Context: an optimization exercise on an open-source flow, tuned for small area. The choices shown serve that exercise and are no tape-out recipe. In this exercise RTL edits were held to simulation tests only and were not proved equivalent to the original. The clock input has no modelled driver; a real chip could not lean on it and would need a root buffer or a full tree. No activity file was given, so power comes from the tool's default toggle rates.

==> flow/design.v (excerpt) <==
module spi_master(
  input clk, rst,
  input start,
  input cpol, cpha,
  input [7:0] data_in,
  output [7:0] data_out,
  output sck,
  output [1:0] mode,
  output ss,
  output reg mosi,
  input miso
);
clock: 10.0 ns
lec_check: 0
cap_margin: 20
core_margin: 2
core_utilization: 30
slew_margin: 20
standard.sh (not shown) runs the stock make flow with config.mk's settings and CLKGATE_MAP_FILE= SYNTH_SCRIPT=/design/flow/synth_recipe.tcl, a recipe that flattens the netlist after the stock synthesis.
==> flow/flow/run.sh <==
#!/bin/bash
# The standard layout with four changes:
#  - after the standard synthesis, the combinational logic is mapped again by
#    ABC for area (flow/reopt.sh); the registers stay as synthesis made them;
#  - the port buffers are the smallest buffer cell;
#  - after CTS, the clock tree is cut down to two inverters at its root, which
#    drives all flip-flops (flow/clock.tcl);
# Each tool's output goes to a log file of its own in this folder.
set -euo pipefail
cd "$(dirname "$0")/.."
export BUFFER_PORTS_ARGS="-buffer_cell sky130_fd_sc_hd__buf_1"
export CTS_ARGS="-sink_clustering_enable -repair_clock_nets -dont_use_dummy_load -buf_list sky130_fd_sc_hd__clkbuf_4"
R=orfs/results/$FLOW_PLATFORM/spi_master/base
bash standard.sh synth > synth.log 2>&1
cp $R/1_2_yosys.v $R/1_2_yosys_standard.v
bash flow/reopt.sh $R/1_2_yosys_standard.v $R/1_2_yosys.v flow/area.abc > reopt.log 2>&1
rm -f $R/1_synth.odb $R/1_synth.sdc
bash standard.sh cts > layout_to_cts.log 2>&1
ODB_IN=$R/4_cts.odb ODB_OUT=$R/4_cts.odb ROOTCELL=sky130_fd_sc_hd__inv_12 PRECELL=sky130_fd_sc_hd__inv_2 \
  openroad -no_init -exit flow/clock.tcl > clock.log 2>&1
bash standard.sh > layout.log 2>&1
==> flow/flow/clock.tcl <==
# Replace the clock tree that CTS built (a root buffer driving leaf buffers)
# by one driver for all clock sinks: ROOTCELL, or, with PRECELL set, two
# inverters (PRECELL driving ROOTCELL) in place of the root buffer.
read_db $::env(ODB_IN)
set block [ord::get_db_block]
set db [ord::get_db]
set clk [$block findNet clk]
set root ""
foreach it [$clk getITerms] { if {[$it isInputSignal]} { set root [$it getInst] } }
if {$root eq ""} { error "no root buffer" }
set rootout ""
foreach it [$root getITerms] { if {[$it isOutputSignal]} { set rootout [$it getNet] } }
set leaves {}
foreach it [$rootout getITerms] {
  if {[$it isInputSignal]} {
    set inst [$it getInst]
    set m [[$inst getMaster] getName]
    if {[string match *clkbuf* $m]} { lappend leaves $inst } 
  }
}
puts "root [$root getName] leaves [llength $leaves]"
foreach leaf $leaves {
  set onet ""
  foreach it [$leaf getITerms] { if {[$it isOutputSignal]} { set onet [$it getNet] } }
  set sinks {}
  foreach it [$onet getITerms] { if {[$it isInputSignal]} { lappend sinks $it } }
  foreach it $sinks { $it disconnect; $it connect $rootout }
  odb::dbInst_destroy $leaf
  odb::dbNet_destroy $onet
}
if {![info exists ::env(PRECELL)]} {
  $root swapMaster [$db findMaster $::env(ROOTCELL)]
} else {
  # two inverters in place of the root buffer: PRECELL drives ROOTCELL
  set loc [$root getLocation]
  set pre [odb::dbInst_create $block [$db findMaster $::env(PRECELL)] clkroot_a]
  set drv [odb::dbInst_create $block [$db findMaster $::env(ROOTCELL)] clkroot_b]
  set n1 [odb::dbNet_create $block clkroot_a_net]
  $n1 setSigType CLOCK
  foreach i [list $pre $drv] { $i setLocation [lindex $loc 0] [lindex $loc 1]; $i setPlacementStatus PLACED }
  foreach it [$root getITerms] { $it disconnect }
  odb::dbInst_destroy $root
  foreach it [$pre getITerms] {
    if {[$it isInputSignal]} { $it connect $clk }
    if {[$it isOutputSignal]} { $it connect $n1 }
  }
  foreach it [$drv getITerms] {
    if {[$it isInputSignal]} { $it connect $n1 }
    if {[$it isOutputSignal]} { $it connect $rootout }
  }
}
detailed_placement
check_placement
set n 0
foreach it [$rootout getITerms] { incr n }
puts "root net pins $n"
write_db $::env(ODB_OUT)
Other scripts of this flow, unchanged in this note and not shown: flow/flow/area.abc, flow/flow/reopt.sh
Change:
--- a/flow/flow/run.sh
+++ b/flow/flow/run.sh
@@ -6 +6 @@
-#  - after CTS, the clock tree is cut down to two inverters at its root, which
+#  - after CTS, the clock tree is cut down to its root buffer, sized up, which
@@ -19 +19 @@
-ODB_IN=$R/4_cts.odb ODB_OUT=$R/4_cts.odb ROOTCELL=sky130_fd_sc_hd__inv_12 PRECELL=sky130_fd_sc_hd__inv_2 \
+ODB_IN=$R/4_cts.odb ODB_OUT=$R/4_cts.odb ROOTCELL=sky130_fd_sc_hd__clkbuf_16 \
--- a/flow/flow/clock.tcl
+++ b/flow/flow/clock.tcl
@@ -2,2 +2 @@
-# by one driver for all clock sinks: ROOTCELL, or, with PRECELL set, two
-# inverters (PRECELL driving ROOTCELL) in place of the root buffer.
+# by the root buffer alone, driving every clock sink, sized to ROOTCELL.
@@ -31,21 +30,2 @@
-if {![info exists ::env(PRECELL)]} {
-  $root swapMaster [$db findMaster $::env(ROOTCELL)]
-} else {
-  # two inverters in place of the root buffer: PRECELL drives ROOTCELL
-  set loc [$root getLocation]
-  set pre [odb::dbInst_create $block [$db findMaster $::env(PRECELL)] clkroot_a]
-  set drv [odb::dbInst_create $block [$db findMaster $::env(ROOTCELL)] clkroot_b]
-  set n1 [odb::dbNet_create $block clkroot_a_net]
-  $n1 setSigType CLOCK
-  foreach i [list $pre $drv] { $i setLocation [lindex $loc 0] [lindex $loc 1]; $i setPlacementStatus PLACED }
-  foreach it [$root getITerms] { $it disconnect }
-  odb::dbInst_destroy $root
-  foreach it [$pre getITerms] {
-    if {[$it isInputSignal]} { $it connect $clk }
-    if {[$it isOutputSignal]} { $it connect $n1 }
-  }
-  foreach it [$drv getITerms] {
-    if {[$it isInputSignal]} { $it connect $n1 }
-    if {[$it isOutputSignal]} { $it connect $rootout }
-  }
-}
+set nm [$db findMaster $::env(ROOTCELL)]
+$root swapMaster $nm
After rerunning: Critical path depth is unchanged. Final area climbs by 0.36%. Register-to-register slack stays flat. Clock skew stays flat. Wire length drops by 2.4%. Synthesized area is unchanged. Via count drops by 2.5%. Final cell count drops by 0.52%. Utilization climbs by 0.13 points. Combinational power stays flat.
Change:
--- a/flow/flow/run.sh
+++ b/flow/flow/run.sh
@@ -2 +2 @@
-# The standard layout with four changes:
+# The standard layout with three changes:
@@ -6,2 +6 @@
-#  - after CTS, the clock tree is cut down to its root buffer, sized up, which
-#    drives all flip-flops (flow/clock.tcl);
+#  - the clock tree uses small clock buffers and no dummy loads.
@@ -18,3 +16,0 @@
-bash standard.sh cts > layout_to_cts.log 2>&1
-ODB_IN=$R/4_cts.odb ODB_OUT=$R/4_cts.odb ROOTCELL=sky130_fd_sc_hd__clkbuf_16 \
-  openroad -no_init -exit flow/clock.tcl > clock.log 2>&1
removed: flow/flow/clock.tcl
Result: Die area does not change; maximum frequency stays flat; global-route usage is lower by 1.2 points.
The clock cells of the first run of this note come from the design's own scripts or RTL, not from TritonCTS.

-- port drivers added, routing unchanged --
The flow's constraints put no driver on any port. The routed layouts listed below were extracted and timed again, unchanged, in two steps.
Step 1 (the two cells are an assumption about what drives the block):
set clk [get_ports {clk}]
set_driving_cell -lib_cell sky130_fd_sc_hd__clkbuf_16 $clk
set_driving_cell -lib_cell sky130_fd_sc_hd__buf_2 [delete_from_list [all_inputs] $clk]
Step 2, shift: input delay + t, output delay - t, t = (earliest + latest rising clock arrival at the registers) / 2. This alone moves slack from input paths to output paths.
Three values: ideal, step 1, step 2; two values: the first two.
| run | t (ns) | setup slack, ns | worst setup path after step 2 | latest minus earliest clock arrival (ns) | pins driven straight from the clock port |
|---|---|---|---|---|---|
| the first run | 0.184 | 5.646 / 5.621 / 5.621 | input to output | 0.005 / 0.005 | 1 |
| the second run | 0.188 | 5.646 / 5.622 / 5.622 | input to output | 0.007 / 0.007 | 1 |
| the third run | 0.338 | 5.642 / 5.617 / 5.617 | input to output | 0.023 / 0.023 | 1 |
After both steps every run listed still meets setup and hold.
